What follows belongs to an exercise in optimizing a design on an open flow for small area and a short achievable clock period; a production flow would make more cautious choices. Only simulation tests tie the RTL to the original design; equivalence was not proved. Power figures rest on the tool's default switching activity, not on a simulated workload.

$ cat design/flow/config.mk
export PLATFORM = sky130hd
export DESIGN_NAME = fadd_top
export DESIGN_NICKNAME = fadd_top
export VERILOG_FILES = /design/flow/design.v
export SDC_FILE = /design/flow/constraint.sdc
export NUM_CORES = 4
export LEC_CHECK = 0
export CAP_MARGIN = 20
export CORE_MARGIN = 2
export CORE_UTILIZATION = 70
export SETUP_SLACK_MARGIN = 3.5
export SLEW_MARGIN = 20
$ cat design/flow/design.v
module fadd_align(a, b, x, y, cin, emax, sa, snov);
input [31:0] a, b;
output [23:0] x, y;
output cin;
output [7:0] emax;
output sa;
output snov;
wire [7:0] ea = a[30:23];
wire [7:0] eb = b[30:23];
wire [7:0] g0 = eb & ~ea;
wire [7:0] e0 = ~(ea ^ eb);
wire [3:0] g1, e1;
wire [1:0] g2, e2;
genvar i;
generate for (i = 0; i < 4; i = i + 1) begin : c1
  assign g1[i] = g0[2*i+1] | (e0[2*i+1] & g0[2*i]);
  assign e1[i] = e0[2*i+1] & e0[2*i];
end endgenerate
generate for (i = 0; i < 2; i = i + 1) begin : c2
  assign g2[i] = g1[2*i+1] | (e1[2*i+1] & g1[2*i]);
  assign e2[i] = e1[2*i+1] & e1[2*i];
end endgenerate
wire b_gt = g2[1] | (e2[1] & g2[0]);
wire eq = e2[1] & e2[0];
wire [7:0] dab = ea - eb;
wire [7:0] dba = eb - ea;
wire [7:0] d = b_gt ? dba : dab;
wire [22:0] fl = b_gt ? b[22:0] : a[22:0];
wire [22:0] fs = b_gt ? a[22:0] : b[22:0];
wire sl = b_gt ? b[31] : a[31];
wire ss = b_gt ? a[31] : b[31];
assign emax = b_gt ? eb : ea;
wire big = |d[7:5];
wire [23:0] m0 = {1'b1, fs};
wire [23:0] t0 = d[0] ? {1'd0, m0[23:1]} : m0;
wire [23:0] t1 = d[1] ? {2'd0, t0[23:2]} : t0;
wire [23:0] t2 = d[2] ? {4'd0, t1[23:4]} : t1;
wire [23:0] t3 = d[3] ? {8'd0, t2[23:8]} : t2;
wire [23:0] t4 = d[4] ? {16'd0, t3[23:16]} : t3;
wire [23:0] S = big ? 24'd0 : t4;
wire szero = (d >= 8'd24);
assign cin = ss;
wire [22:0] orp;   
assign orp[0] = fl[0];
generate for (i = 1; i < 23; i = i + 1) begin : po
  assign orp[i] = orp[i-1] | fl[i];
end endgenerate
assign x[0] = fl[0];
assign x[22:1] = fl[22:1] ^ ({22{sl}} & orp[21:0]);
assign x[23] = ~(sl & orp[22]);
assign y = S ^ {24{ss}};
assign snov = eq ? (a[31] ^ b[31]) : sl;
assign sa = (szero & ss) ? snov : a[31];
endmodule
module fadd_sum(x, y, cin, emax, sa, snov, z);
input [23:0] x, y; input cin; input [7:0] emax; input sa, snov; output [31:0] z;
wire [24:0] g0, p0;
assign g0 = {x & y, cin};
assign p0 = {x ^ y, 1'b0};
wire gg0 = g0[1] | (p0[1] & g0[0]);
wire gg1 = g0[3] | (p0[3] & g0[2]);
wire pp1 = p0[3] & p0[2];
wire gg2 = g0[5] | (p0[5] & g0[4]);
wire pp2 = p0[5] & p0[4];
wire gg3 = g0[7] | (p0[7] & g0[6]);
wire pp3 = p0[7] & p0[6];
wire gg4 = g0[9] | (p0[9] & g0[8]);
wire pp4 = p0[9] & p0[8];
wire gg5 = g0[11] | (p0[11] & g0[10]);
wire pp5 = p0[11] & p0[10];
wire gg6 = g0[13] | (p0[13] & g0[12]);
wire pp6 = p0[13] & p0[12];
wire gg7 = g0[15] | (p0[15] & g0[14]);
wire pp7 = p0[15] & p0[14];
wire gg8 = g0[17] | (p0[17] & g0[16]);
wire pp8 = p0[17] & p0[16];
wire gg9 = g0[19] | (p0[19] & g0[18]);
wire pp9 = p0[19] & p0[18];
wire gg10 = g0[21] | (p0[21] & g0[20]);
wire pp10 = p0[21] & p0[20];
wire gg11 = g0[23] | (p0[23] & g0[22]);
wire pp11 = p0[23] & p0[22];
wire gg12 = g0[2] | (p0[2] & gg0);
wire gg13 = gg1 | (pp1 & gg0);
wire gg14 = g0[6] | (p0[6] & gg2);
wire pp14 = p0[6] & pp2;
wire gg15 = gg3 | (pp3 & gg2);
wire pp15 = pp3 & pp2;
wire gg16 = g0[10] | (p0[10] & gg4);
wire pp16 = p0[10] & pp4;
wire gg17 = gg5 | (pp5 & gg4);
wire pp17 = pp5 & pp4;
wire gg18 = g0[14] | (p0[14] & gg6);
wire pp18 = p0[14] & pp6;
wire gg19 = gg7 | (pp7 & gg6);
wire pp19 = pp7 & pp6;
wire gg20 = g0[18] | (p0[18] & gg8);
wire pp20 = p0[18] & pp8;
wire gg21 = gg9 | (pp9 & gg8);
wire pp21 = pp9 & pp8;
wire gg22 = g0[22] | (p0[22] & gg10);
wire pp22 = p0[22] & pp10;
wire gg23 = gg11 | (pp11 & gg10);
wire pp23 = pp11 & pp10;
wire gg24 = g0[4] | (p0[4] & gg13);
wire gg25 = gg2 | (pp2 & gg13);
wire gg26 = gg14 | (pp14 & gg13);
wire gg27 = gg15 | (pp15 & gg13);
wire gg28 = g0[12] | (p0[12] & gg17);
wire pp28 = p0[12] & pp17;
wire gg29 = gg6 | (pp6 & gg17);
wire pp29 = pp6 & pp17;
wire gg30 = gg18 | (pp18 & gg17);
wire pp30 = pp18 & pp17;
wire gg31 = gg19 | (pp19 & gg17);
wire pp31 = pp19 & pp17;
wire gg32 = g0[20] | (p0[20] & gg21);
wire pp32 = p0[20] & pp21;
wire gg33 = gg10 | (pp10 & gg21);
wire pp33 = pp10 & pp21;
wire gg34 = gg22 | (pp22 & gg21);
wire pp34 = pp22 & pp21;
wire gg35 = gg23 | (pp23 & gg21);
wire pp35 = pp23 & pp21;
wire gg36 = g0[8] | (p0[8] & gg27);
wire gg37 = gg4 | (pp4 & gg27);
wire gg38 = gg16 | (pp16 & gg27);
wire gg39 = gg17 | (pp17 & gg27);
wire gg40 = gg28 | (pp28 & gg27);
wire gg41 = gg29 | (pp29 & gg27);
wire gg42 = gg30 | (pp30 & gg27);
wire gg43 = gg31 | (pp31 & gg27);
wire gg44 = g0[24] | (p0[24] & gg35);
wire pp44 = p0[24] & pp35;
wire gg45 = g0[16] | (p0[16] & gg43);
wire gg46 = gg8 | (pp8 & gg43);
wire gg47 = gg20 | (pp20 & gg43);
wire gg48 = gg21 | (pp21 & gg43);
wire gg49 = gg32 | (pp32 & gg43);
wire gg50 = gg33 | (pp33 & gg43);
wire gg51 = gg34 | (pp34 & gg43);
wire gg52 = gg35 | (pp35 & gg43);
wire gg53 = gg44 | (pp44 & gg43);
wire [22:0] s;
assign s[0] = p0[1] ^ g0[0];
assign s[1] = p0[2] ^ gg0;
assign s[2] = p0[3] ^ gg12;
assign s[3] = p0[4] ^ gg13;
assign s[4] = p0[5] ^ gg24;
assign s[5] = p0[6] ^ gg25;
assign s[6] = p0[7] ^ gg26;
assign s[7] = p0[8] ^ gg27;
assign s[8] = p0[9] ^ gg36;
assign s[9] = p0[10] ^ gg37;
assign s[10] = p0[11] ^ gg38;
assign s[11] = p0[12] ^ gg39;
assign s[12] = p0[13] ^ gg40;
assign s[13] = p0[14] ^ gg41;
assign s[14] = p0[15] ^ gg42;
assign s[15] = p0[16] ^ gg43;
assign s[16] = p0[17] ^ gg45;
assign s[17] = p0[18] ^ gg46;
assign s[18] = p0[19] ^ gg47;
assign s[19] = p0[20] ^ gg48;
assign s[20] = p0[21] ^ gg49;
assign s[21] = p0[22] ^ gg50;
assign s[22] = p0[23] ^ gg51;
wire s24 = gg53;
assign z = {s24 ? sa : snov, emax, s};
endmodule
module float_adder(a, b, z);
input [31:0] a, b;
output [31:0] z;
wire [23:0] x, y;
wire cin, sa, snov;
wire [7:0] emax;
fadd_align u_align(.a(a), .b(b), .x(x), .y(y), .cin(cin), .emax(emax), .sa(sa),
                   .snov(snov));
fadd_sum u_sum(.x(x), .y(y), .cin(cin), .emax(emax), .sa(sa), .snov(snov), .z(z));
endmodule
module fadd_top(clk, a, b, z);
input clk;
input [31:0] a, b;
output [31:0] z;
wire [23:0] x_d, y_d;
wire cin_d, sa_d, snov_d;
wire [7:0] emax_d;
reg [23:0] x_q, y_q;
reg cin_q, sa_q, snov_q;
reg [7:0] emax_q;
fadd_align u_align(.a(a), .b(b), .x(x_d), .y(y_d), .cin(cin_d), .emax(emax_d),
                   .sa(sa_d), .snov(snov_d));
always @(posedge clk) begin
  x_q <= x_d;
  y_q <= y_d;
  cin_q <= cin_d;
  emax_q <= emax_d;
  sa_q <= sa_d;
  snov_q <= snov_d;
end
fadd_sum u_sum(.x(x_q), .y(y_q), .cin(cin_q), .emax(emax_q), .sa(sa_q),
               .snov(snov_q), .z(z));
endmodule
$ cat design/flow/flow/run.sh
#!/bin/bash
# Standard ORFS layout (the standard.sh), with the I/O port buffers made
# from small buf_1 cells instead of the default clkdlybuf4s50_1 delay cells.
set -euo pipefail
export BUFFER_PORTS_ARGS="-buffer_cell sky130_fd_sc_hd__buf_1"
bash standard.sh > standard_flow.log 2>&1
$ cat design/flow/standard.sh
#!/bin/bash
# synth_recipe.tcl (not shown) runs the flow's synth.tcl, then flattens the netlist and writes it again
# the make line also repeats each setting of config.mk as NAME=value (left out here)
make -C /OpenROAD-flow-scripts/flow DESIGN_CONFIG=/design/flow/config.mk WORK_HOME=/design/flow/orfs CLKGATE_MAP_FILE= SYNTH_SCRIPT=/design/flow/synth_recipe.tcl "${@:-finish}"
$ cat design/flow/constraint.sdc
create_clock -name core_clock -period 8.5 [get_ports {clk}]
set_input_delay 1.7000 -clock core_clock [delete_from_list [all_inputs] [get_ports {clk}]]
set_output_delay 1.7000 -clock core_clock [all_outputs]
set_load 0.01 [all_outputs]
==> results.cfg, run 1 <==
[timing]
fin_crit_ns = 4.89
setup_tns_ns = 0
tightest_slew_ns = 0.871
hold_violations = 0
slew_violations = 0
rsz0062_at_grt = no
slew_headroom = 0.419
finalCritPeriodShare = 0.575
max_freq_mhz = 204
setup_viol_count_final = 0

[synthesis]
synth_ff_type = dfxtp_1
synth.most_common_cell = nand2_1
synth.distinct_cells = 55
synth_edf_count = 0
synth_cells = 614
synth_top_area_frac = 0.217
syn-num-nets = 725
synth-async-reset-ratio = 0
synthTopCellsByArea = dfxtp_1, mux2i_1, mux4_2
netlist_area_sq_um = 5440
synth.yosys.warnings = 1
synth_top_area_cell = dfxtp_1
seq_area_frac_synth = 0.217
ys_ff_latch = 59
syn-mean-instance-area_sq_um = 8.85
synth.top_cells.by_count = nand2_1, dfxtp_1, mux2i_1

[detailed_routing]
num_vias = 5226
antenna_left = 0
wl_um = 15600
drtIter0Drc = 422
route.detailed.drc = 0
dr.pass1.iters = 5
via_per_inst = 6.39
wl_per_cell_um = 19.1

[power]
max-vdd-ir-drop_uv = 134
p_leak_nw = 2.62
p_per_area_nw_per_um2 = 236
power.total_mw = 1.49

[global_route]
antenna_found_initial = 0
first_global_vias = 5023
grt_max_degree = 26
track_usage = 0.360
grt_pass1_wl_um = 24300
grt-ovfl-total = 0

[finish]
utilization = 0.827
final_cell_area_sq_um = 6290
area_delta_synth_final_pct = 15.7
drive_gt1_frac = 0.134
antennaDiodeCount = 0
fin_nets = 822

[floorplan]
die_area_sq_um = 8490
fp.dieH_um = 92.1
core_sq_um = 7610
rows = 32
ios = 97
die_x_um = 92.1
start_util = 0.714

[critical_path]
crit_path_max_fanout = 3
worstSetupEndpointType = output port
required_ns = 6.80
setup.worst_path.class = register to output port
cp-start-kind = register
cp.arrival_ns = 3.19

[clock_tree]
clock-sinks = 59
cts_buffers = 9
cts_tree = built
path_clk_slew_ns = 0.08
clk_path_buf_depth = 2
clock-root-buffer = clkbuf_8
h-tree-depth = 3

[hold_path]
hp-class = input port to register

[flow_run]
maxCapViolCount = 0

[placement]
io_buffers = 96
hpwl_um = 10600
globalplace.congestion = 0.925
place_area_sq_um = 5820

[run_status]
status = no timing/DRC/antenna violations
-- metrics by stage --
stage               std cells  setup WS, ns  hold WS, ns
global placement          786          2.63         1.94
finish                    818          3.61         1.62
global route              818          3.49         1.66
floorplan                 614          4.07         1.80
CTS                       811          3.36         1.63
detailed placement        786          2.48         1.97
-- power by group --
| group | total [mW] | internal (mW) | switching, mW |
|---|---|---|---|
| combinational | 0.873 | 0.363 | 0.510 |
| sequential | 0.356 | 0.331 | 0.0253 |
| clock | 0.258 | 0.142 | 0.116 |
-- routing by layer --
metal / vias up / global-route usage / routed length (um) / part of all wire
met5: - / 0 / 0 / 0
met4: 0 / 0.119 / 365 / 0.023
met3: 39 / 0.0419 / 1090 / 0.070
met2: 285 / 0.619 / 7840 / 0.50
met1: 2499 / 0.474 / 6300 / 0.40
li1: 2403 / - / - / -
-- critical path, cell delays in order (launching register included) --
cell and delay (ns):
dfxtp_1 0.33, ha_1 0.30, nor2b_1 0.14, o21a_1 0.19, o21ai_2 0.16, a32oi_2 0.15, a211oi_2 0.29, nor3_2 0.11
or3_4 0.41, fa_1 0.44, xor2_1 0.16, buf_2 0.16
-- cells in the final DEF, fill, tap and decap left out, types with 27 or more instances in the layout --
| master | count |
|---|---|
| nand2_1 | 60 |
| xnor2_1 | 46 |
| buf_1 | 95 |
| o21ai_0 | 36 |
| ha_1 | 37 |
| dfxtp_1 | 59 |
| a21oi_1 | 35 |
| mux2i_1 | 53 |
| inv_1 | 27 |
| nor2_1 | 41 |
-- state kept, by name, summed over array words and instances (netlist names) --
register	cells
y_q	24
cin_q	1
emax_q	8
x_q	24
snov_q	1
sa_q	1
-- layout make-up --
| type | instances | area, sq um |
|---|---|---|
| Clock buffer | 11 | 141 |
| Clock inverter | 5 | 52.6 |
| Fill cell | 486 | 1320 |
| Inverter | 28 | 105 |
| Multi-Input combinational cell | 500 | 4180 |
| Sequential cell | 59 | 1180 |
| Tap cell | 102 | 128 |
| Timing Repair Buffer | 113 | 505 |
-- path summary, 6_finish.rpt --
path | slack [ns] | cells past startpoint | startpoint | end
max | 3.61 | 11 | y_q[1] | z[16]
min | 1.62 | 3 | a[26] | emax_q[3]
-- cells by family (layout without fill, tap and decap cells) --
logic type	count (synthesis)	after routing	synth area share
multiplexers	86	87	0.218
flip-flops	59	59	0.217
AND/OR/NAND/NOR	170	170	0.146
adder cells (fa/ha/maj)	46	46	0.116
XOR/XNOR	70	70	0.114
buffers and inverters	58	157	0.0497
AO/OA/AOI/OAI	125	127	0.140
-- timing repair --
action	CTS	global route
resized for setup	16	16
cloned	3	0
pin swaps	4	3
setup buffers	6	7
endpoints found under the setup margin	49	39
hold buffers	0	0
==> run 2: changes to the inputs <==
--- a/design/flow/config.mk
+++ b/design/flow/config.mk
@@ -7,6 +7,8 @@
 export LEC_CHECK = 0
 export CAP_MARGIN = 20
 export CORE_MARGIN = 2
-export CORE_UTILIZATION = 70
+export CORE_UTILIZATION = 55
+export CTS_BUF_LIST = sky130_fd_sc_hd__clkbuf_4
+export CTS_CLUSTER_SIZE = 30
 export SETUP_SLACK_MARGIN = 3.5
 export SLEW_MARGIN = 20
==> results.cfg, run 2 <==
[flow_run]
maxCapViolCount = 0

[critical_path]
worstSetupEndpointType = output port
slowest_stage = or3_4
crit_path_max_fanout = 3
cp_top_family = compound AO/OA/AOI/OAI gates
cp.arrival_ns = 3.31
required_ns = 6.80
cp-start-kind = register
setup.worst_path.class = register to output port
crit_path_cell_trace = ha_4 > nor2b_1 > o21a_1 > o21ai_2 > a32oi_2 > a211oi_4 > nor3_4 > or3_4 > a211o_1 > a21oi_2 > xnor2_1 > buf_2
critPathMaxStageDelay_ns = 0.43
critical_path_buf_inv_count = 1

[clock_tree]
holdBufCountCts = 0
cts_buffers = 9
clock-root-buffer = clkbuf_4
path_clk_slew_ns = 0.11
clk_path_buf_depth = 2
cts_tree = built
clock-sinks = 59
h-tree-depth = 3

[timing]
rsz0062_at_grt = yes
final.setup.worst_slack_ns = 3.49
slew_headroom = 0.334
max_freq_mhz = 200
slew_violations = 0
setup_viol_count_final = 0
tightest_slew_ns = 0.999
finalCritPeriodShare = 0.589
hold_violations = 0
setup_tns_ns = 0
fin_crit_ns = 5.01
hold-worst-slack_ns = 1.50

[detailed_routing]
num_vias = 4818
dr.pass1.iters = 5
via_per_inst = 5.76
route.detailed.drc = 0
wl_um = 14100
wl_per_cell_um = 16.8
drtIter0Drc = 231
antenna_left = 0

[synthesis]
syn-num-nets = 725
synth.yosys.warnings = 1
synth_top_area_cell = dfxtp_1
synth_fa_ha_area_frac = 0.116
synth.top_cells.by_count = nand2_1, dfxtp_1, mux2i_1
synth_cells = 614
synth_ff_type = dfxtp_1
synth_xor_area_frac = 0.114
synth_top_family_by_area = multiplexers
synth_edf_count = 0
muxShareOfSynthArea = 0.218
synthTopCellsByArea = dfxtp_1, mux2i_1, mux4_2
synth-compound-area-share = 0.140
synth.most_common_cell = nand2_1
ys_ff_latch = 59
netlist_area_sq_um = 5440
yosys.area_share.simple = 0.146
syn-mean-instance-area_sq_um = 8.85
synth-async-reset-ratio = 0
synth.distinct_cells = 55
seq_area_frac_synth = 0.217
synth_top_area_frac = 0.217

[global_route]
antenna_found_initial = 0
grt_max_degree = 56
grt-ovfl-total = 0
grt_pass1_wl_um = 21800
first_global_vias = 4488
track_usage = 0.266

[placement]
globalplace.congestion = 0.908
dpl_worst_slack_ns = 2.66
io_buffers = 96
hpwl_um = 10600

[finish]
final_cell_mix = buf_1, nand2_1, dfxtp_1
reg.largest.list = x_q x24, y_q x24, emax_q x8
mostFrequentLayoutCell = buf_1
utilization = 0.637
fin_nets = 811
multiInputGateArea_sq_um = 4120
regArea_sq_um = 1190
area_delta_synth_final_pct = 13.4
drive_gt1_frac = 0.122
nFillCells = 904
antennaDiodeCount = 0

[floorplan]
fp.dieH_um = 103
die_x_um = 103
die_area_sq_um = 10700
core_sq_um = 9680
ios = 97
start_util = 0.561
rows = 36

[hold_path]
hp-class = input port to register
hold_end = emax_q[7]
holdPathStages = 3
hp-start = b[30]

[power]
power.total_mw = 1.38
p_per_area_nw_per_um2 = 224
max-vdd-ir-drop_uv = 120
p_leak_nw = 2.54

[run_status]
status = no timing/DRC/antenna violations
run 2: cell counts after synthesis:
Identical to the previous run, type by type.
run 2: cell type report:
cell class / count / area share
sequential: 59 / 0.192
inverter: 28 / 0.0170
multi-input combinational: 497 / 0.669
timing repair buffer: 105 / 0.0775
clock inverter: 5 / 0.00507
tap: 133 / 0.0270
clock buffer: 10 / 0.0122
run 2: what timing repair did:
item | in CTS | in global routing
buffers inserted | 1 | 1
endpoints found under the setup margin | 19 | 38
pin swaps | 4 | 11
resized for setup | 13 | 25
run 2: per-layer routing:
| metal | track usage | vias up | wire length [um] |
|---|---|---|---|
| li1 | - | 2372 | - |
| met1 | 0.352 | 2276 | 6400 |
| met2 | 0.440 | 147 | 6660 |
| met3 | 0.0437 | 23 | 705 |
| met4 | 0.0972 | 0 | 304 |
| met5 | 0 | - | 0 |
run 2: worst max-delay path by stage:
stage | end | cells after the start | slack [ns] | startpoint
6_report | z[20] | 12 | 3.49 | x_q[1]
5_1_grt | z[20] | 12 | 3.36 | x_q[1]
4_1_cts | z[20] | 12 | 3.44 | y_q[1]
3_5_place_dp | x_q[20] | 14 | 2.66 | a[24]
3_3_place_gp | x_q[20] | 14 | 2.92 | a[24]
2_1_floorplan | y_q[0] | 15 | 4.07 | a[28]
run 2: logic make-up after synthesis:
logic type                 after synthesis
buffers and inverters                   58
and+or+nand+nor                        170
adders and majority gates               46
xor gates and xnor gates                70
DFF                                     59
muxes                                   86
AOI/OAI and AO/OA                      125
run 2: power by group:
| group | switching [mW] | internal (mW) |
|---|---|---|
| combinational | 0.491 | 0.362 |
| sequential | 0.0239 | 0.331 |
| clock | 0.113 | 0.0607 |
run 2: per-stage QoR:
stage	instances	area (sq um)
detailed placement	819	5880
global route	837	6170
finish	837	6170
global placement	819	5880
floorplan	614	5440
CTS	835	6040
==> run 3: changes to the inputs <==
--- a/design/flow/config.mk
+++ b/design/flow/config.mk
@@ -5,6 +5,7 @@
 export SDC_FILE = /design/flow/constraint.sdc
 export NUM_CORES = 4
 export LEC_CHECK = 0
+export ABC_AREA = 1
 export CAP_MARGIN = 20
 export CORE_MARGIN = 2
 export CORE_UTILIZATION = 55
==> results.cfg, run 3 <==
[synthesis]
synth-async-reset-ratio = 0
synth.top_cells.by_count = nand2_1, inv_1, o21ai_0
ys_ff_latch = 59
syn-mean-instance-area_sq_um = 6.76
muxShareOfSynthArea = 0.0149
netlist_area_sq_um = 5380
yosys.area_share.simple = 0.279
synth_ff_type = dfxtp_1
synth.most_common_cell = nand2_1
synth_cells = 795
syn-num-nets = 906
synthTopCellsByArea = dfxtp_1, nand2_1, ha_1
synth.distinct_cells = 44
synth_edf_count = 0
synth_top_area_cell = dfxtp_1
synth.yosys.warnings = 1
synth_top_family_by_area = simple AND/OR/NAND/NOR gates
synth_top_area_frac = 0.220
seq_area_frac_synth = 0.220
synth-compound-area-share = 0.160
synth_xor_area_frac = 0.109
synth_fa_ha_area_frac = 0.117

[finish]
fin_cells = 1043
mostFrequentLayoutCell = nand2_1
fin_nets = 1016
final_cell_mix = nand2_1, inv_1, buf_1
regArea_sq_um = 1190
nFillCells = 910
reg.largest.list = x_q x24, y_q x24, emax_q x8
multiInputGateArea_sq_um = 3790
drive_gt1_frac = 0.135
antennaDiodeCount = 0
area_delta_synth_final_pct = 17.2

[timing]
hold_violations = 0
tightest_slew_ns = 1.06
slew_headroom = 0.295
setup_viol_count_final = 0
finalCritPeriodShare = 0.583
max_freq_mhz = 202
setup_tns_ns = 0
slew_violations = 0
rsz0062_at_grt = yes
fin_crit_ns = 4.95
hold-worst-slack_ns = 1.53

[detailed_routing]
via_per_inst = 5.26
dr.pass1.iters = 5
antenna_left = 0
drtIter0Drc = 237
wl_per_cell_um = 15.1
num_vias = 5483
route.detailed.drc = 0
wl_um = 15700

[floorplan]
die_x_um = 103
rows = 36
ios = 97
start_util = 0.558
die_area_sq_um = 10600
fp.dieH_um = 103
core_sq_um = 9640

[hold_path]
hp-class = input port to register
holdPathStages = 3

[global_route]
first_global_vias = 4867
antenna_found_initial = 0
grt_pass1_wl_um = 23200
track_usage = 0.286
grt_max_degree = 104
grt-ovfl-total = 0

[critical_path]
path_depth = 18
critical_path_buf_inv_count = 3
cp_top_family = adder cells
crit_path_cell_trace = inv_2 > fa_2 > inv_2 > nand3_2 > nand2_2 > nand3_2 > nand2_2 > a21oi_4 > o21bai_4 > a21boi_2 > o21bai_2 > a21oi_2 > nor2_1 > nand3_1 > nand2_2 > a21o_4 > fa_2 > buf_6
crit_top_cell = nand2_2
setup.worst_path.class = register to output port
slowest_stage = fa_2
required_ns = 6.80
crit_path_max_fanout = 8
worstSetupEndpointType = output port
cp.arrival_ns = 3.25
cp-start-kind = register
critPathMaxStageDelay_ns = 0.45

[clock_tree]
path_clk_slew_ns = 0.09
cts_tree = built
clock-sinks = 59
h-tree-depth = 3
cts_buffers = 9
clk_path_buf_depth = 2
holdBufCountCts = 0
clock-root-buffer = clkbuf_4

[power]
power_frac_comb = 0.631
max-vdd-ir-drop_uv = 187
switching_share = 0.463
p_clk_frac = 0.141
p_int_uw = 863
p_per_area_nw_per_um2 = 255
seqPwrFrac = 0.228
p_sw_uw = 744
p_leak_nw = 2.98

[placement]
io_buffers = 96
hpwl_um = 12000
globalplace.congestion = 0.952
dp_cells = 996

[run_status]
status = no timing/DRC/antenna violations

[flow_run]
maxCapViolCount = 0
run 3: cell types whose count changed in the layout (fill, tap and decap cells not counted), sizes merged, moves of 16 or more:
cell    change
buf        +22
o21ai      +53
xnor2      -32
inv        +70
mux4       -24
nand3      +27
o211ai     +16
nand2     +168
xor2       +28
mux2i      -50
run 3: what timing repair did:
item	4_1_cts	5_1_grt
resized for setup	17	25
endpoints found under the setup margin	43	45
pin swaps	6	20
buffers inserted	17	11
gates cloned	0	3
run 3: logic make-up (layout without fill, tap and decap cells):
kind of cell / count (synthesis) / in the layout
simple gates: 335 / 338
compound gates: 150 / 150
xor+xnor: 66 / 66
fa+ha+maj: 46 / 46
flops: 59 / 59
mux: 8 / 8
buf+inv: 131 / 243
run 3: final cells by class:
cell class | count | area share
inverters | 98 | 0.0590
clock buffers | 11 | 0.0131
multi-input cells | 608 | 0.602
well taps | 133 | 0.0264
clock inverters | 5 | 0.0123
flip-flops and latches | 59 | 0.189
repair buffers | 129 | 0.0987
run 3: worst paths after layout:
kind,from,endpoint,slack [ns]
worst max-delay path,x_q[0],z[15],3.55
worst min-delay path,b[30],emax_q[7],1.53
run 3: metrics by stage:
step	util	power, mW	setup WS, ns	area [sq um]
2_1_floorplan	-	0.979	3.78	5380
3_5_place_dp	0.598	1.20	2.62	5770
4_1_cts	0.635	1.52	3.46	6120
6_report	0.654	1.61	3.55	6300
5_1_grt	0.654	1.75	3.37	6300
3_3_place_gp	0.598	1.18	2.78	5770
run 3: layer usage:
layer / share of wire / up-vias / global-route usage / wire (um)
met5: 0 / - / 0 / 0
met4: 0.019 / 0 / 0.0921 / 304
li1: - / 2788 / - / -
met1: 0.43 / 2451 / 0.381 / 6810
met2: 0.47 / 218 / 0.463 / 7450
met3: 0.074 / 26 / 0.0576 / 1160
run 3: power groups by stage:
stage          combinational [mW]  clock, mW  sequential [mW]
2_1_floorplan               0.616          0            0.363
3_3_place_gp                0.812          0            0.366
3_5_place_dp                0.830          0            0.369
4_1_cts                     0.921      0.230            0.365
5_1_grt                      1.14      0.245            0.371
6_report                     1.01      0.226            0.367
==> run 4: changes to the inputs <==
--- a/design/flow/config.mk
+++ b/design/flow/config.mk
@@ -9,7 +9,5 @@
 export CAP_MARGIN = 20
 export CORE_MARGIN = 2
 export CORE_UTILIZATION = 55
-export CTS_BUF_LIST = sky130_fd_sc_hd__clkbuf_4
-export CTS_CLUSTER_SIZE = 30
 export SETUP_SLACK_MARGIN = 3.5
 export SLEW_MARGIN = 20
==> results.cfg, run 4 <==
[run_status]
status = no timing/DRC/antenna violations

[global_route]
grt-ovfl-total = 0
grtUsageMet3 = 0.0529
grt_busiest_layer = met2
antenna_found_initial = 0
grt_max_degree = 104
first_global_vias = 4842
use_met1 = 0.379
track_usage = 0.283
grt_pass1_wl_um = 23000
use_met2 = 0.458

[critical_path]
required_ns = 6.80
worstSetupEndpointType = output port
crit_path_max_fanout = 8
critPathMaxStageDelay_ns = 0.58
crit_top_cell = nand2_2
cp.arrival_ns = 3.16
cp-start-kind = register
slowest_stage = fa_2
crit_path_cell_trace = ha_4 > a21oi_2 > nand2_2 > nand3_2 > nand2_2 > a21oi_4 > o21bai_4 > a21boi_2 > o21bai_2 > a21oi_2 > nor2_1 > nand3_1 > nand2_2 > a21o_4 > fa_2 > buf_6
setup.worst_path.class = register to output port

[flow_run]
maxCapViolCount = 0

[finish]
fin_nets = 1006
final_cell_mix = nand2_1, buf_1, inv_1
mostFrequentLayoutCell = nand2_1
antennaDiodeCount = 0
fin_cells = 1033
reg.largest.list = x_q x24, y_q x24, emax_q x8
drive_gt1_frac = 0.117
area_delta_synth_final_pct = 16.7

[floorplan]
die_x_um = 103
die_area_sq_um = 10600
ios = 97
fp.dieH_um = 103
core_sq_um = 9640
start_util = 0.558
rows = 36

[synthesis]
synth-async-reset-ratio = 0
synth_xor_area_frac = 0.109
seq_area_frac_synth = 0.220
synth-compound-area-share = 0.160
syn-mean-instance-area_sq_um = 6.76
muxShareOfSynthArea = 0.0149
synth_cells = 795
ys_ff_latch = 59
netlist_area_sq_um = 5380
synth.yosys.warnings = 1
synth.most_common_cell = nand2_1
syn-num-nets = 906
yosys.area_share.simple = 0.279
synth.top_cells.by_count = nand2_1, inv_1, o21ai_0
synthTopCellsByArea = dfxtp_1, nand2_1, ha_1
synth.distinct_cells = 44
synth_edf_count = 0
synth_ff_type = dfxtp_1
synth_top_area_frac = 0.220
synth_top_family_by_area = simple AND/OR/NAND/NOR gates
synth_top_area_cell = dfxtp_1
synth_fa_ha_area_frac = 0.117

[timing]
setup_tns_ns = 0
slew_violations = 0
slew_headroom = 0.515
setup_viol_count_final = 0
final.setup.worst_slack_ns = 3.64
hold_violations = 0
max_freq_mhz = 206
fin_crit_ns = 4.86
tightest_slew_ns = 0.725
rsz0062_at_grt = no
finalCritPeriodShare = 0.572

[placement]
globalplace.congestion = 0.952
io_buffers = 96
hpwl_um = 12000
dp_cells = 996
dpl_worst_slack_ns = 2.62

[detailed_routing]
drtIter0Drc = 241
route.detailed.drc = 0
via_per_inst = 5.27
antenna_left = 0
dr.pass1.iters = 5
wl_um = 15600
num_vias = 5440
wl_per_cell_um = 15.1

[clock_tree]
h-tree-depth = 3
clock-root-buffer = clkbuf_8
clock-sinks = 59
path_clk_slew_ns = 0.06
cts_tree = built
clk_path_buf_depth = 2
cts_buffers = 9

[power]
p_leak_nw = 2.93
max-vdd-ir-drop_uv = 162
p_per_area_nw_per_um2 = 253

[hold_path]
hp-class = input port to register
==> run 4: cell counts after synthesis <==
No cell type changed its count.
==> run 4: stage by stage <==
stage | hold WS [ns] | area, sq um | utilization | power, mW
after floorplan | 1.80 | 5380 | - | 0.979
after global placement | 1.95 | 5770 | 0.598 | 1.18
after detailed placement | 1.95 | 5770 | 0.598 | 1.20
after CTS | 1.59 | 6110 | 0.634 | 1.52
after global routing | 1.63 | 6280 | 0.651 | 1.73
final | 1.60 | 6280 | 0.651 | 1.59
==> run 4: layer usage <==
metal  up-vias  share of wire
met5         -              0
met4         0          0.024
met3        28          0.069
met2       206           0.47
met1      2438           0.44
li1       2768              -
==> run 4: worst paths after layout <==
check / from / endpoint / slack (ns) / cells after the start
max: y_q[2] / z[15] / 3.64 / 16
min: b[30] / emax_q[7] / 1.60 / 3
==> run 4: area by class of cell <==
| cell class | instances | area (sq um) |
|---|---|---|
| multi-input cells | 608 | 3800 |
| fillers | 913 | 3360 |
| flip-flops and latches | 59 | 1190 |
| repair buffers | 119 | 542 |
| inverters | 98 | 375 |
| well taps | 133 | 166 |
| clock buffers | 11 | 131 |
| clock inverters | 5 | 77.6 |
==> run 4: cell families (layout without fill, tap and decap cells) <==
group                      Yosys count  after routing
adders and majority gates           46             46
DFF                                 59             59
muxes                                8              8
and+or+nand+nor                    335            338
buffers and inverters              131            233
xor gates and xnor gates            66             66
AOI/OAI and AO/OA                  150            150
==> run 4: worst max-delay path: cells and delay by family, from the launching register on <==
family | cells | cell delay (ns)
flip-flops | 1 | 0.33
AO/OA/AOI/OAI | 7 | 1.09
buffers and inverters | 1 | 0.10
AND/OR/NAND/NOR | 6 | 0.47
adder cells (fa/ha/maj) | 2 | 0.83
==> run 4: timing repair <==
action	4_1_cts	5_1_grt
resized for setup	15	22
setup buffers	9	9
pin swaps	6	15
setup endpoints to repair	44	41
hold buffers	0	0
cloned	0	3
==> run 4: power by group <==
group          leakage [nW]  internal (mW)  switching, mW
clock                 0.103          0.164          0.107
combinational          2.33          0.353          0.600
sequential            0.497          0.338         0.0276
total                  2.93          0.855          0.735
==> run 5: changes to the inputs <==
--- a/design/flow/config.mk
+++ b/design/flow/config.mk
@@ -5,9 +5,8 @@
 export SDC_FILE = /design/flow/constraint.sdc
 export NUM_CORES = 4
 export LEC_CHECK = 0
-export ABC_AREA = 1
 export CAP_MARGIN = 20
 export CORE_MARGIN = 2
 export CORE_UTILIZATION = 55
-export SETUP_SLACK_MARGIN = 3.5
+export SETUP_SLACK_MARGIN = 3.8
 export SLEW_MARGIN = 20
==> results.cfg, run 5 <==
[power]
p_per_area_nw_per_um2 = 229
p_leak_nw = 2.65
power.total_mw = 1.48
max-vdd-ir-drop_uv = 125

[clock_tree]
cts_buffers = 9
cts_tree = built
h-tree-depth = 3
clock-sinks = 59
holdBufCountCts = 0
clock-root-buffer = clkbuf_8
clk_path_buf_depth = 2
path_clk_slew_ns = 0.07

[floorplan]
die_area_sq_um = 10700
core_sq_um = 9680
ios = 97
rows = 36
die_x_um = 103
start_util = 0.561
fp.dieH_um = 103

[synthesis]
synth.top_cells.by_count = nand2_1, dfxtp_1, mux2i_1
synth.yosys.warnings = 1
netlist_area_sq_um = 5440
synth-async-reset-ratio = 0
synth.most_common_cell = nand2_1
synth.distinct_cells = 55
synth_top_area_cell = dfxtp_1
syn-num-nets = 725
synth_cells = 614
synthTopCellsByArea = dfxtp_1, mux2i_1, mux4_2
synth_top_area_frac = 0.217
synth_edf_count = 0
syn-mean-instance-area_sq_um = 8.85
ys_ff_latch = 59
seq_area_frac_synth = 0.217
synth_ff_type = dfxtp_1

[finish]
nFillCells = 860
fin_nets = 821
regArea_sq_um = 1190
reg.largest.list = x_q x24, y_q x24, emax_q x8
fin_cells = 847
area_delta_synth_final_pct = 19.0
antennaDiodeCount = 0
final_cell_mix = buf_1, nand2_1, dfxtp_1
final_cell_area_sq_um = 6470
drive_gt1_frac = 0.164
mostFrequentLayoutCell = buf_1
utilization = 0.668
multiInputGateArea_sq_um = 4230

[critical_path]
setup.worst_path.class = register to output port
required_ns = 6.80
worstSetupEndpointType = output port
critical_path_buf_inv_count = 1
cp_top_family = compound AO/OA/AOI/OAI gates
cp.arrival_ns = 3.14
critPathMaxStageDelay_ns = 0.41
slowest_stage = or3_4
crit_path_max_fanout = 3
crit_path_cell_trace = ha_4 > nor2b_1 > o21a_1 > o21ai_2 > a32oi_2 > a211oi_2 > nor3_2 > or3_4 > a211o_1 > a21oi_2 > xnor2_1 > buf_2
cp-start-kind = register

[detailed_routing]
via_per_inst = 5.86
routed.top_layer = met4
wl_um = 15100
wl_met1_um = 6750
dr_wl_met2_um = 7110
route.detailed.drc = 0
wl_per_cell_um = 17.8
wl_met3_um = 902
dr.pass1.iters = 4
antenna_left = 0
num_vias = 4960
drtIter0Drc = 290

[placement]
place_area_sq_um = 5880
dpl_worst_slack_ns = 2.66
dp_cells = 819
globalplace.congestion = 0.908
io_buffers = 96
hpwl_um = 10600

[hold_path]
hold_end = emax_q[7]
holdPathStages = 3
hp-class = input port to register
hp-start = b[30]

[global_route]
antenna_found_initial = 0
track_usage = 0.278
grt_pass1_wl_um = 22800
grt_max_degree = 38
first_global_vias = 4597
grt-ovfl-total = 0

[timing]
hold_violations = 0
tightest_slew_ns = 1.01
fin_crit_ns = 4.84
rsz0062_at_grt = yes
hold-worst-slack_ns = 1.58
setup_tns_ns = 0
setup_viol_count_final = 0
slew_violations = 0
max_freq_mhz = 207
finalCritPeriodShare = 0.569
final.setup.worst_slack_ns = 3.66
slew_headroom = 0.329

[run_status]
status = no timing/DRC/antenna violations

[flow_run]
maxCapViolCount = 0
## run 5: changes by cell type in the layout (fill, tap and decap cells not counted), moves of 12 or more
cell	change
xnor2_1	+31
mux4_2	+24
buf_4	-13
xor2_1	-29
o21ai_0	-42
inv_1	-63
mux2i_1	+42
nand3_1	-25
o211ai_1	-16
nand2_1	-153
a21oi_1	+12
## run 5: worst max-delay path by stage
stage           start       to  slack, ns  depth (start not counted)
2_1_floorplan   a[28]   y_q[0]       4.07                         15
3_3_place_gp    a[24]  x_q[20]       2.92                         14
3_5_place_dp    a[24]  x_q[20]       2.66                         14
4_1_cts        y_q[1]    z[31]       3.56                         13
5_1_grt        x_q[1]    z[31]       3.52                         13
6_report       x_q[1]    z[20]       3.66                         12
## run 5: final cells by class
class / instances / area share
sequential: 59 / 0.184
timing repair buffer: 114 / 0.0963
inverter: 28 / 0.0163
clock inverter: 5 / 0.00484
clock buffer: 10 / 0.0197
tap: 133 / 0.0257
multi-input combinational: 498 / 0.653
## run 5: logic make-up (layout without fill, tap and decap cells)
kind of cell	Yosys count	in the layout	synth area share
compound gates	125	125	0.140
xor+xnor	70	70	0.114
fa+ha+maj	46	46	0.116
buf+inv	58	157	0.0497
flops	59	59	0.217
mux	86	87	0.218
simple gates	170	170	0.146
## run 5: what timing repair did
item / CTS / global route
gates resized for setup: 38 / 28
cloned: 2 / 2
setup endpoints to repair: 51 / 34
buffers inserted: 5 / 4
pin swaps: 8 / 14
hold endpoints to repair: 0 / 0
## run 5: power breakdown
| group | internal, mW | total, mW | leakage, nW | switching, mW |
|---|---|---|---|---|
| clock network | 0.103 | 0.223 | 0.0819 | 0.120 |
| registers | 0.332 | 0.356 | 0.498 | 0.0238 |
| logic | 0.395 | 0.902 | 2.07 | 0.508 |
| total | 0.830 | 1.48 | 2.65 | 0.651 |
## run 5: layer usage
metal | vias up | track usage
met5 | - | 0
met4 | 0 | 0.0962
met3 | 28 | 0.0376
met2 | 190 | 0.463
met1 | 2339 | 0.371
li1 | 2403 | -
## run 5: tightest hold or removal path, stage by stage
cell and delay [ns]:
buf_1 0.09, nand2_1 0.05, o21ai_0 0.06
==> run 6: changes to the inputs <==
--- a/design/flow/config.mk
+++ b/design/flow/config.mk
@@ -8,5 +8,5 @@
 export CAP_MARGIN = 20
 export CORE_MARGIN = 2
 export CORE_UTILIZATION = 55
-export SETUP_SLACK_MARGIN = 3.8
+export SETUP_SLACK_MARGIN = 3.5
 export SLEW_MARGIN = 20
==> results.cfg, run 6 <==
[synthesis]
synth.most_common_cell = nand2_1
synth_top_area_cell = dfxtp_1
synth_edf_count = 0
syn-num-nets = 725
seq_area_frac_synth = 0.217
netlist_area_sq_um = 5440
synthTopCellsByArea = dfxtp_1, mux2i_1, mux4_2
synth_top_area_frac = 0.217
synth_ff_type = dfxtp_1
synth_cells = 614
synth.top_cells.by_count = nand2_1, dfxtp_1, mux2i_1
syn-mean-instance-area_sq_um = 8.85
synth.distinct_cells = 55
synth.yosys.warnings = 1
synth-async-reset-ratio = 0
ys_ff_latch = 59

[finish]
reg.largest.list = x_q x24, y_q x24, emax_q x8
fin_nets = 812
area_delta_synth_final_pct = 14.2
drive_gt1_frac = 0.121
final_cell_mix = buf_1, nand2_1, dfxtp_1
antennaDiodeCount = 0
mostFrequentLayoutCell = buf_1
utilization = 0.641

[timing]
slew_violations = 0
setup_viol_count_final = 0
hold_violations = 0
max_freq_mhz = 203
fin_crit_ns = 4.92
rsz0062_at_grt = yes
finalCritPeriodShare = 0.579
setup_tns_ns = 0
slew_headroom = 0.357
tightest_slew_ns = 0.963

[floorplan]
ios = 97
core_sq_um = 9680
rows = 36
die_x_um = 103
start_util = 0.561
die_area_sq_um = 10700
fp.dieH_um = 103

[clock_tree]
h-tree-depth = 3
holdBufCountCts = 0
path_clk_slew_ns = 0.07
clk_path_buf_depth = 2
cts_tree = built
clock-root-buffer = clkbuf_8
cts_buffers = 9
clock-sinks = 59

[critical_path]
worstSetupEndpointType = output port
setup.worst_path.class = register to output port
crit_path_max_fanout = 3
cp-start-kind = register
critPathMaxStageDelay_ns = 0.43
cp.arrival_ns = 3.22
slowest_stage = or3_4
required_ns = 6.80
crit_path_cell_trace = ha_4 > nor2b_1 > o21a_1 > o21ai_2 > a32oi_2 > a211oi_2 > nor3_4 > or3_4 > a211o_1 > a21oi_2 > xnor2_1 > buf_2

[detailed_routing]
route.detailed.drc = 0
dr.pass1.iters = 5
via_per_inst = 5.81
antenna_left = 0
num_vias = 4866
wl_per_cell_um = 16.8
drtIter0Drc = 308
wl_um = 14100

[hold_path]
hp-class = input port to register

[power]
max-vdd-ir-drop_uv = 124
p_per_area_nw_per_um2 = 229
p_leak_nw = 2.55

[placement]
hpwl_um = 10600
globalplace.congestion = 0.908
io_buffers = 96

[global_route]
grt_max_degree = 56
grt_pass1_wl_um = 22000
antenna_found_initial = 0
track_usage = 0.269
first_global_vias = 4514
grt-ovfl-total = 0

[flow_run]
maxCapViolCount = 0

[run_status]
status = no timing/DRC/antenna violations
==> run 6: cell counts after synthesis <==
Identical to the previous run, type by type.
==> run 6: layout make-up <==
type | count | area (sq um)
clock buffers | 10 | 128
clock inverters | 5 | 31.3
fillers | 898 | 3480
inverters | 28 | 105
multi-input cells | 497 | 4120
flip-flops and latches | 59 | 1190
well taps | 133 | 166
repair buffers | 106 | 470
==> run 6: path summary, 6_finish.rpt <==
kind	start	to	slack, ns	cells after the start
worst min-delay path	b[30]	emax_q[7]	1.57	3
worst max-delay path	x_q[1]	z[20]	3.58	12
==> run 6: worst max-delay path, delay by kind of cell, from the launching register on <==
family / cells / cell delay (ns)
flops: 1 / 0.34
xor+xnor: 1 / 0.14
simple gates: 3 / 0.63
buf+inv: 1 / 0.16
fa+ha+maj: 1 / 0.22
compound gates: 6 / 1.36
==> run 6: metal layers <==
metal / wire, um / global-route usage
met4: 330 / 0.102
met3: 709 / 0.0464
met2: 6700 / 0.442
met5: 0 / 0
met1: 6310 / 0.354
==> run 6: power breakdown <==
group / internal [mW] / total (mW) / switching (mW)
logic: 0.356 / 0.843 / 0.487
registers: 0.331 / 0.355 / 0.0235
clock network: 0.103 / 0.223 / 0.120
total: 0.791 / 1.42 / 0.630
==> run 6: what timing repair did <==
action,4_1_cts,5_1_grt
gates resized for setup,11,25
buffers inserted,1,2
setup endpoints to repair,39,39
hold endpoints to repair,0,0
pin swaps,2,10
==> run 6: kinds of logic (layout without fill, tap and decap cells) <==
logic type                 count (synthesis)  count (layout)  synth area share
muxes                                     86              86             0.218
buffers and inverters                     58             149            0.0497
and+or+nand+nor                          170             170             0.146
DFF                                       59              59             0.217
AOI/OAI and AO/OA                        125             125             0.140
adders and majority gates                 46              46             0.116
xor gates and xnor gates                  70              70             0.114
==> run 6: stage by stage <==
step / power (mW) / instances / worst slack, ns / hold WS (ns) / cell area, sq um
2_1_floorplan: 0.955 / 614 / 4.07 / 1.80 / 5440
3_3_place_gp: 1.14 / 819 / 2.92 / 1.95 / 5880
3_5_place_dp: 1.16 / 819 / 2.66 / 1.94 / 5880
4_1_cts: 1.40 / 835 / 3.49 / 1.57 / 6090
5_1_grt: 1.54 / 838 / 3.46 / 1.60 / 6210
6_report: 1.42 / 838 / 3.58 / 1.57 / 6210
==> run 7: changes to the inputs <==
--- a/design/flow/config.mk
+++ b/design/flow/config.mk
@@ -5,8 +5,9 @@
 export SDC_FILE = /design/flow/constraint.sdc
 export NUM_CORES = 4
 export LEC_CHECK = 0
+export ABC_AREA = 1
 export CAP_MARGIN = 20
 export CORE_MARGIN = 2
 export CORE_UTILIZATION = 55
-export SETUP_SLACK_MARGIN = 3.5
+export SETUP_SLACK_MARGIN = 3.6
 export SLEW_MARGIN = 20
==> results.cfg, run 7 <==
[global_route]
track_usage = 0.290
grt-ovfl-total = 0
grt_pass1_wl_um = 23600
grt_busiest_layer = met2
use_met1 = 0.387
grt_max_degree = 53
use_met2 = 0.474
first_global_vias = 4941
grtUsageMet3 = 0.0522
antenna_found_initial = 0

[floorplan]
fp.dieH_um = 103
rows = 36
die_area_sq_um = 10600
die_x_um = 103
ios = 97
start_util = 0.558
core_sq_um = 9640

[timing]
setup_tns_ns = 0
slew_headroom = 0.515
tightest_slew_ns = 0.725
rsz0062_at_grt = yes
hold_violations = 0
max_freq_mhz = 207
setup_viol_count_final = 0
hold-worst-slack_ns = 1.60
fin_crit_ns = 4.84
slew_violations = 0
finalCritPeriodShare = 0.569

[synthesis]
synth.yosys.warnings = 1
syn-num-nets = 906
synth.most_common_cell = nand2_1
synth-async-reset-ratio = 0
netlist_area_sq_um = 5380
synth_edf_count = 0
synthTopCellsByArea = dfxtp_1, nand2_1, ha_1
synth.distinct_cells = 44
syn-mean-instance-area_sq_um = 6.76
synth_top_area_cell = dfxtp_1
ys_ff_latch = 59
synth_top_area_frac = 0.220
synth_ff_type = dfxtp_1
synth_cells = 795
seq_area_frac_synth = 0.220
synth.top_cells.by_count = nand2_1, inv_1, o21ai_0

[critical_path]
setup.worst_path.class = register to output port
required_ns = 6.80
cp-start-kind = register
crit_top_cell = buf_4
crit_path_cell_trace = ha_4 > a21oi_2 > nand2_2 > buf_4 > buf_4 > buf_4 > buf_4 > buf_4 > buf_4 > buf_4 > buf_4 > buf_4 > buf_4 > buf_4 > fa_2 > buf_6
critPathMaxStageDelay_ns = 0.54
slowest_stage = fa_2
crit_path_max_fanout = 3
worstSetupEndpointType = output port
cp.arrival_ns = 3.14

[finish]
final_cell_area_sq_um = 6500
fin_cells = 1051
fin_nets = 1024
mostFrequentLayoutCell = nand2_1
nFillCells = 877
final_cell_mix = nand2_1, inv_1, buf_1
utilization = 0.675
reg.largest.list = x_q x24, y_q x24, emax_q x8
area_delta_synth_final_pct = 20.9
drive_gt1_frac = 0.151
antennaDiodeCount = 0

[placement]
hpwl_um = 12000
dp_cells = 996
globalplace.congestion = 0.952
place_area_sq_um = 5770
io_buffers = 96

[clock_tree]
cts_tree = built
clk_path_buf_depth = 2
h-tree-depth = 3
path_clk_slew_ns = 0.06
cts_buffers = 9
clock-root-buffer = clkbuf_8
holdBufCountCts = 0
clock-sinks = 59

[hold_path]
hp-class = input port to register
hp-start = b[30]
holdPathStages = 3
hold_end = emax_q[7]

[detailed_routing]
route.detailed.drc = 0
drtIter0Drc = 274
antenna_left = 0
dr.pass1.iters = 6
wl_per_cell_um = 15.6
num_vias = 5524
via_per_inst = 5.26
wl_um = 16400

[power]
max-vdd-ir-drop_uv = 187
p_leak_nw = 3.05
p_per_area_nw_per_um2 = 263

[run_status]
status = no timing/DRC/antenna violations

[flow_run]
maxCapViolCount = 0
run 7: cell count changes in the layout (fill, tap and decap cells not counted), sizes merged, moves of 28 or more:
cell and change:
inv +68, mux2i -50, nand2 +168, o21ai +53, xnor2 -32, xor2 +28
run 7: worst max-delay path, delay by kind of cell, from the launching register on:
kind,cells,cell delay [ns]
buffers and inverters,12,1.44
adders and majority gates,2,0.79
DFF,1,0.33
AOI/OAI and AO/OA,1,0.14
and+or+nand+nor,1,0.09
run 7: final cells by class:
type	instances	area (sq um)	area share
tap	133	166	0.0256
timing repair inverter	1	7.51	0.00115
timing repair buffer	136	716	0.110
sequential	59	1190	0.183
clock inverter	5	77.6	0.0119
inverter	98	379	0.0583
clock buffer	11	131	0.0202
multi-input combinational	608	3840	0.590
run 7: timing repair:
item,in CTS,in global routing
pin swaps,11,18
gates resized for setup,23,41
endpoints found under the setup margin,46,40
setup buffers,20,15
hold endpoints to repair,0,0
gates cloned,1,3
run 7: kinds of logic (layout without fill, tap and decap cells):
kind of cell | after synthesis | count (layout) | synth area share
simple gates | 335 | 338 | 0.279
compound gates | 150 | 150 | 0.160
buf+inv | 131 | 251 | 0.101
xor+xnor | 66 | 66 | 0.109
flops | 59 | 59 | 0.220
fa+ha+maj | 46 | 46 | 0.117
mux | 8 | 8 | 0.0149
run 7: worst max path at each step:
stage,startpoint,endpoint,slack (ns),cells past startpoint
finish,x_q[2],z[3],3.66,16
global route,x_q[0],z[17],3.50,21
CTS,y_q[2],z[4],3.59,17
detailed placement,a[24],y_q[15],2.62,19
global placement,a[24],y_q[15],2.78,19
floorplan,y_q[2],z[16],3.78,17
run 7: report_power, final:
group | internal, mW | leakage (nW) | switching, mW
Clock | 0.164 | 0.103 | 0.109
Combinational | 0.433 | 2.45 | 0.635
Sequential | 0.338 | 0.497 | 0.0321
run 7: routing by layer:
layer	vias up	wire, um
met2	201	7890
met3	28	1140
met4	0	353
met5	-	0
li1	2810	-
met1	2485	6970
run 7: metrics by stage:
| step | setup slack, ns | power, mW |
|---|---|---|
| 3_5_place_dp | 2.62 | 1.20 |
| 2_1_floorplan | 3.78 | 0.979 |
| 6_report | 3.66 | 1.71 |
| 5_1_grt | 3.50 | 1.85 |
| 4_1_cts | 3.59 | 1.58 |
| 3_3_place_gp | 2.78 | 1.18 |
==> run 8: changes to the inputs <==
--- a/design/flow/config.mk
+++ b/design/flow/config.mk
@@ -8,6 +8,6 @@
 export ABC_AREA = 1
 export CAP_MARGIN = 20
 export CORE_MARGIN = 2
-export CORE_UTILIZATION = 55
+export CORE_UTILIZATION = 60
 export SETUP_SLACK_MARGIN = 3.6
 export SLEW_MARGIN = 20
==> results.cfg, run 8 <==
[synthesis]
synth.most_common_cell = nand2_1
netlist_area_sq_um = 5380
yosys.area_share.simple = 0.279
synth_top_area_cell = dfxtp_1
synth_ff_type = dfxtp_1
synth_fa_ha_area_frac = 0.117
synth_top_family_by_area = simple AND/OR/NAND/NOR gates
synth_top_area_frac = 0.220
muxShareOfSynthArea = 0.0149
synth_cells = 795
synth.distinct_cells = 44
ys_ff_latch = 59
synth.top_cells.by_count = nand2_1, inv_1, o21ai_0
synthTopCellsByArea = dfxtp_1, nand2_1, ha_1
synth_edf_count = 0
seq_area_frac_synth = 0.220
syn-num-nets = 906
synth_xor_area_frac = 0.109
synth-compound-area-share = 0.160
synth-async-reset-ratio = 0
syn-mean-instance-area_sq_um = 6.76
synth.yosys.warnings = 1

[critical_path]
crit_path_max_fanout = 2
cp.arrival_ns = 3.08
cp-start-kind = register
required_ns = 6.80
setup.worst_path.class = register to output port
worstSetupEndpointType = output port

[placement]
globalplace.congestion = 0.926
io_buffers = 96
hpwl_um = 11200

[power]
max-vdd-ir-drop_uv = 140
p_leak_nw = 2.97
p_per_area_nw_per_um2 = 253

[floorplan]
ios = 97
die_area_sq_um = 9740
rows = 34
fp.dieH_um = 98.7
die_x_um = 98.7
core_sq_um = 8720
start_util = 0.617

[clock_tree]
cts_tree = built
clock-root-buffer = clkbuf_8
cts_buffers = 9
clock-sinks = 59
holdBufCountCts = 0
h-tree-depth = 3
path_clk_slew_ns = 0.07
clk_path_buf_depth = 2

[timing]
hold-worst-slack_ns = 1.62
slew_headroom = 0.308
finalCritPeriodShare = 0.562
max_freq_mhz = 209
tightest_slew_ns = 1.04
rsz0062_at_grt = yes
hold_violations = 0
slew_violations = 0
setup_tns_ns = 0
setup_viol_count_final = 0
fin_crit_ns = 4.78

[finish]
regArea_sq_um = 1190
multiInputGateArea_sq_um = 3820
fin_nets = 1007
utilization = 0.725
antennaDiodeCount = 0
drive_gt1_frac = 0.127
final_cell_mix = nand2_1, inv_1, buf_1
nFillCells = 757
reg.largest.list = x_q x24, y_q x24, emax_q x8
area_delta_synth_final_pct = 17.5
mostFrequentLayoutCell = nand2_1

[global_route]
first_global_vias = 5053
grt_pass1_wl_um = 23900
grt-ovfl-total = 0
antenna_found_initial = 0
grt_max_degree = 52
track_usage = 0.306

[detailed_routing]
antenna_left = 0
num_vias = 5573
drtIter0Drc = 394
wl_per_cell_um = 14.9
via_per_inst = 5.52
dr.pass1.iters = 5
wl_um = 15000
route.detailed.drc = 0

[flow_run]
maxCapViolCount = 0

[run_status]
status = no timing/DRC/antenna violations

[hold_path]
hp-class = input port to register
run 8: cell families after synthesis:
logic type | after synthesis
AND/OR/NAND/NOR | 335
XOR/XNOR | 66
buffers and inverters | 131
flip-flops | 59
multiplexers | 8
AO/OA/AOI/OAI | 150
adder cells (fa/ha/maj) | 46
run 8: power breakdown:
part           switching (mW)  leakage [nW]  internal [mW]
logic                   0.583          2.36          0.361
clock network           0.111         0.113          0.181
registers              0.0275         0.497          0.338
run 8: worst max-delay path, stage by stage (launching register included):
cell	delay [ns]
dfxtp_2	0.33
ha_1	0.30
nand3_1	0.11
nand2_2	0.08
nand3_2	0.07
nand2_2	0.06
a21oi_2	0.16
o21bai_2	0.09
a21boi_2	0.18
o21bai_2	0.09
a21oi_2	0.18
nor2_2	0.08
nand3_2	0.06
nand2_2	0.06
a21o_4	0.23
fa_2	0.57
buf_6	0.10
run 8: area by class of cell:
| class | count | area share |
|---|---|---|
| multi-input cells | 608 | 0.604 |
| flip-flops and latches | 59 | 0.188 |
| repair buffers | 119 | 0.0914 |
| inverters | 98 | 0.0588 |
| clock buffers | 12 | 0.0245 |
| well taps | 108 | 0.0214 |
| clock inverters | 4 | 0.0115 |
| repair inverters | 1 | 0.000792 |
run 8: per-stage QoR:
| step | area [sq um] | total power, mW | instances | setup slack (ns) |
|---|---|---|---|---|
| finish | 6320 | 1.60 | 1009 | 3.72 |
| global route | 6320 | 1.73 | 1009 | 3.52 |
| CTS | 6140 | 1.55 | 996 | 3.59 |
| detailed placement | 5720 | 1.18 | 969 | 2.40 |
| global placement | 5720 | 1.16 | 969 | 2.58 |
| floorplan | 5380 | 0.979 | 795 | 3.78 |
run 8: what timing repair did:
item | in CTS | in global routing
endpoints found under the setup margin | 47 | 39
gates cloned | 2 | 2
pin swaps | 11 | 15
buffers inserted | 9 | 11
gates resized for setup | 23 | 21
run 8: path summary, 6_finish.rpt:
check	endpoint	slack (ns)	startpoint	depth (start not counted)
setup / recovery	z[15]	3.72	y_q[1]	16
hold / removal	emax_q[7]	1.62	b[30]	3
run 8: per-layer routing:
metal	vias up	global-route usage	wire, um	share of wire
li1	2779	-	-	-
met1	2543	0.416	6640	0.44
met2	230	0.519	7250	0.48
met3	21	0.0326	885	0.059
met4	0	0.0864	249	0.017
met5	-	0	0	0
==> run 9: changes to the inputs <==
--- a/design/flow/config.mk
+++ b/design/flow/config.mk
@@ -9,5 +9,6 @@
 export CAP_MARGIN = 20
 export CORE_MARGIN = 2
 export CORE_UTILIZATION = 60
+export GPL_TIMING_DRIVEN = 0
 export SETUP_SLACK_MARGIN = 3.6
 export SLEW_MARGIN = 20
==> results.cfg, run 9 <==
[global_route]
track_usage = 0.356
grt_pass1_wl_um = 27400
first_global_vias = 5624
antenna_found_initial = 0
grt_max_degree = 11
grt-ovfl-total = 0

[detailed_routing]
dr.pass1.iters = 7
route.detailed.drc = 0
wl_um = 19100
antenna_left = 0
via_per_inst = 5.86
num_vias = 6044
wl_per_cell_um = 18.5
drtIter0Drc = 437

[timing]
hold_violations = 0
max_freq_mhz = 197
rsz0062_at_grt = yes
hold-worst-slack_ns = 1.60
setup_tns_ns = 0
fin_crit_ns = 5.07
tightest_slew_ns = 0.797
finalCritPeriodShare = 0.597
setup_viol_count_final = 0
slew_headroom = 0.463
slew_violations = 0

[critical_path]
cp.arrival_ns = 3.37
crit_path_max_fanout = 7
setup.worst_path.class = register to output port
worstSetupEndpointType = output port
cp-start-kind = register
required_ns = 6.80

[clock_tree]
cts_tree = built
path_clk_slew_ns = 0.07
clock-sinks = 59
clock-root-buffer = clkbuf_8
h-tree-depth = 3
clk_path_buf_depth = 2
holdBufCountCts = 0
cts_buffers = 9

[finish]
fin_nets = 1030
drive_gt1_frac = 0.142
mostFrequentLayoutCell = nand2_1
reg.largest.list = x_q x24, y_q x24, emax_q x8
fin_cells = 1032
area_delta_synth_final_pct = 18.5
antennaDiodeCount = 0
final_cell_mix = nand2_1, buf_1, inv_1

[placement]
globalplace.congestion = 0.950
io_buffers = 96
hpwl_um = 13300
dp_cells = 999

[synthesis]
syn-mean-instance-area_sq_um = 6.76
synth.distinct_cells = 44
netlist_area_sq_um = 5380
synth_edf_count = 0
synth_cells = 795
synth_ff_type = dfxtp_1
synthTopCellsByArea = dfxtp_1, nand2_1, ha_1
seq_area_frac_synth = 0.220
synth.top_cells.by_count = nand2_1, inv_1, o21ai_0
synth-async-reset-ratio = 0
synth_top_area_frac = 0.220
synth_top_area_cell = dfxtp_1
syn-num-nets = 906
ys_ff_latch = 59
synth.most_common_cell = nand2_1
synth.yosys.warnings = 1

[power]
p_per_area_nw_per_um2 = 269
max-vdd-ir-drop_uv = 149
p_leak_nw = 3.02

[hold_path]
holdPathStages = 3
hp-class = input port to register

[flow_run]
maxCapViolCount = 0

[floorplan]
die_x_um = 98.7
core_sq_um = 8720
ios = 97
start_util = 0.617
fp.dieH_um = 98.7
rows = 34
die_area_sq_um = 9740

[run_status]
status = no timing/DRC/antenna violations
[run 9: cell count changes in the layout (fill, tap and decap cells not counted), sizes merged]
cell      previous run  this run
clkinvlp             3         2
nand2              230       227
bufinv               2         1
clkbuf              14        32
buf                117       126
clkinv               1         2
[run 9: report_power, final]
| group | internal [mW] | switching [mW] |
|---|---|---|
| clock network | 0.158 | 0.118 |
| logic | 0.389 | 0.681 |
| registers | 0.338 | 0.0316 |
| total | 0.886 | 0.830 |
[run 9: metal layers]
layer / GRT usage / part of all wire / vias up
met5: 0 / 0 / -
met4: 0.138 / 0.059 / 0
met3: 0.0496 / 0.080 / 95
met2: 0.634 / 0.47 / 377
met1: 0.435 / 0.39 / 2756
li1: - / - / 2816
[run 9: final cells by class]
| class | instances | area (sq um) |
|---|---|---|
| inverters | 98 | 372 |
| repair buffers | 113 | 507 |
| clock buffers | 12 | 165 |
| clock inverters | 4 | 47.5 |
| plain buffers | 33 | 185 |
| well taps | 108 | 135 |
| fillers | 702 | 2350 |
| multi-input cells | 605 | 3770 |
| flip-flops and latches | 59 | 1190 |
[run 9: cell families after synthesis]
family,after synthesis,synth area share
AND/OR/NAND/NOR,335,0.279
flip-flops,59,0.220
adder cells (fa/ha/maj),46,0.117
multiplexers,8,0.0149
XOR/XNOR,66,0.109
AO/OA/AOI/OAI,150,0.160
buffers and inverters,131,0.101
[run 9: repair_timing]
item,CTS,global route
pin swaps,15,16
resized for setup,29,34
hold endpoints to repair,0,0
setup buffers,8,9
setup endpoints to repair,10,29
gates cloned,0,0
[run 9: worst paths after layout]
check  startpoint        end
max        x_q[2]      z[16]
min         b[30]  emax_q[7]
[run 9: critical path, stage by stage, from the launching register on]
cell and delay [ns]:
dfxtp_2 0.33, ha_4 0.25, a21oi_2 0.14, nand2_2 0.10, nand3_2 0.07, nand2_2 0.08, a21oi_4 0.16, o21bai_4 0.08
a21boi_2 0.20, o21bai_2 0.11, a21oi_2 0.20, nor2_2 0.06, nand3_2 0.08, nand2_2 0.07, a21o_1 0.20, buf_6 0.14
fa_2 0.36, xor2_1 0.22, buf_2 0.19
[run 9: per-stage QoR]
stage                     total power, mW  utilization  cell area, sq um  worst slack (ns)
after floorplan                     0.979            -              5380              3.78
after global placement               1.18        0.673              5870              3.47
after detailed placement             1.22        0.673              5870              3.32
after CTS                            1.56        0.714              6230              3.58
after global routing                 1.81        0.731              6370              3.31
final                                1.72        0.731              6370              3.43
==> run 10: changes to the inputs <==
--- a/design/flow/config.mk
+++ b/design/flow/config.mk
@@ -9,6 +9,5 @@
 export CAP_MARGIN = 20
 export CORE_MARGIN = 2
 export CORE_UTILIZATION = 60
-export GPL_TIMING_DRIVEN = 0
-export SETUP_SLACK_MARGIN = 3.6
+export SETUP_SLACK_MARGIN = 3.7
 export SLEW_MARGIN = 20
==> results.cfg, run 10 <==
[synthesis]
seq_area_frac_synth = 0.220
synth_top_area_frac = 0.220
syn-mean-instance-area_sq_um = 6.76
ys_ff_latch = 59
synth.most_common_cell = nand2_1
synth-async-reset-ratio = 0
synth.distinct_cells = 44
netlist_area_sq_um = 5380
syn-num-nets = 906
synthTopCellsByArea = dfxtp_1, nand2_1, ha_1
synth_ff_type = dfxtp_1
synth.yosys.warnings = 1
synth_cells = 795
synth.top_cells.by_count = nand2_1, inv_1, o21ai_0
synth_top_area_cell = dfxtp_1
synth_edf_count = 0

[timing]
slew_violations = 0
hold-worst-slack_ns = 1.62
hold_violations = 0
max_freq_mhz = 210
rsz0062_at_grt = yes
finalCritPeriodShare = 0.561
tightest_slew_ns = 1.03
fin_crit_ns = 4.77
slew_headroom = 0.310
setup_tns_ns = 0
setup_viol_count_final = 0

[finish]
drive_gt1_frac = 0.166
antennaDiodeCount = 0
final_cell_mix = nand2_1, inv_1, buf_1
fin_cells = 1025
reg.largest.list = x_q x24, y_q x24, emax_q x8
area_delta_synth_final_pct = 22.0
mostFrequentLayoutCell = nand2_1
utilization = 0.752
fin_nets = 1023

[detailed_routing]
wl_per_cell_um = 15.4
dr.pass1.iters = 5
wl_um = 15800
dr_wl_met2_um = 7620
wl_met1_um = 6910
drtIter0Drc = 374
routed.top_layer = met4
antenna_left = 0
num_vias = 5651
via_per_inst = 5.51
route.detailed.drc = 0
wl_met3_um = 912

[global_route]
grt-ovfl-total = 0
grt_pass1_wl_um = 24600
track_usage = 0.316
grt_max_degree = 52
antenna_found_initial = 0
first_global_vias = 5205

[critical_path]
worstSetupEndpoint = z[16]
required_ns = 6.80
worstSetupEndpointType = output port
setup.worst_path.class = register to output port
path_depth = 17
critical_path_buf_inv_count = 1
cp-start-kind = register
crit_path_max_fanout = 3
cp_top_family = compound AO/OA/AOI/OAI gates
cp.arrival_ns = 3.07
startpoint = x_q[2]
slowest_stage = dfxtp_2
crit_path_cell_trace = ha_4 > a21oi_2 > nand2_2 > nand3_2 > nand2_2 > a21oi_2 > o21bai_2 > a21boi_2 > o21bai_2 > a21oi_2 > nor2_2 > nand3_2 > nand2_2 > a21o_4 > fa_2 > xor2_1 > buf_2
critPathMaxStageDelay_ns = 0.34

[hold_path]
hp-class = input port to register

[clock_tree]
clk_path_buf_depth = 2
h-tree-depth = 3
holdBufCountCts = 0
cts_tree = built
clock-sinks = 59
clock-root-buffer = clkbuf_8
cts_buffers = 9
path_clk_slew_ns = 0.07

[placement]
dp_cells = 969
io_buffers = 96
globalplace.congestion = 0.926
hpwl_um = 11200

[run_status]
status = no timing/DRC/antenna violations

[power]
max-vdd-ir-drop_uv = 141
p_leak_nw = 3.09
power.total_mw = 1.70
p_per_area_nw_per_um2 = 259

[floorplan]
die_x_um = 98.7
fp.dieH_um = 98.7
start_util = 0.617
rows = 34
core_sq_um = 8720
die_area_sq_um = 9740
ios = 97

[flow_run]
maxCapViolCount = 0
==> run 10: cell type report <==
class                           count  area [sq um]
Timing Repair inverter              1          5.00
Tap cell                          108           135
Fill cell                         690          2160
Clock inverter                      4          72.6
Multi-Input combinational cell    610          3940
Sequential cell                    59          1190
Timing Repair Buffer              133           691
Inverter                           98           372
Clock buffer                       12           155
==> run 10: worst min-delay path by stage <==
stage | start | endpoint | depth (start not counted)
finish | b[30] | emax_q[7] | 3
global route | b[30] | emax_q[7] | 3
CTS | b[30] | emax_q[7] | 3
detailed placement | b[30] | emax_q[7] | 3
global placement | b[30] | emax_q[7] | 3
floorplan | a[31] | sa_q | 2
==> run 10: cell families after synthesis <==
logic type / share of synthesized area
mux: 0.0149
simple gates: 0.279
xor+xnor: 0.109
compound gates: 0.160
fa+ha+maj: 0.117
flops: 0.220
buf+inv: 0.101
==> run 10: per-layer routing <==
metal	vias to the layer above	track usage
li1	2812	-
met1	2583	0.423
met2	226	0.541
met3	30	0.0355
met4	0	0.0885
met5	-	0
==> run 10: report_power, final <==
part | switching, mW | internal, mW | leakage, nW | total [mW]
combinational | 0.624 | 0.415 | 2.48 | 1.04
clock | 0.110 | 0.181 | 0.113 | 0.291
sequential | 0.0278 | 0.338 | 0.497 | 0.366
==> run 10: worst min-delay path: cells and delay by family <==
family	cells	cell delay, ns
buffers and inverters	1	0.11
AO/OA/AOI/OAI	1	0.06
AND/OR/NAND/NOR	1	0.06
==> run 10: metrics by stage <==
stage	instance area, sq um	setup WS, ns
5_1_grt	6560	3.57
4_1_cts	6250	3.68
3_3_place_gp	5720	2.58
6_report	6560	3.73
3_5_place_dp	5720	2.40
2_1_floorplan	5380	3.78
==> run 10: timing repair <==
item | 4_1_cts | 5_1_grt
setup buffers | 22 | 12
setup endpoints to repair | 49 | 44
gates cloned | 3 | 3
gates resized for setup | 24 | 59
pin swaps | 16 | 18

Re-timed with assumed drivers on the ports (clkbuf_16 on the clock, buf_2 on other inputs), run 10 has 3.700 ns of setup slack against 3.735 ns with ideal ports, and 3.500 ns once port delays also move by the mid clock arrival of 0.373 ns.
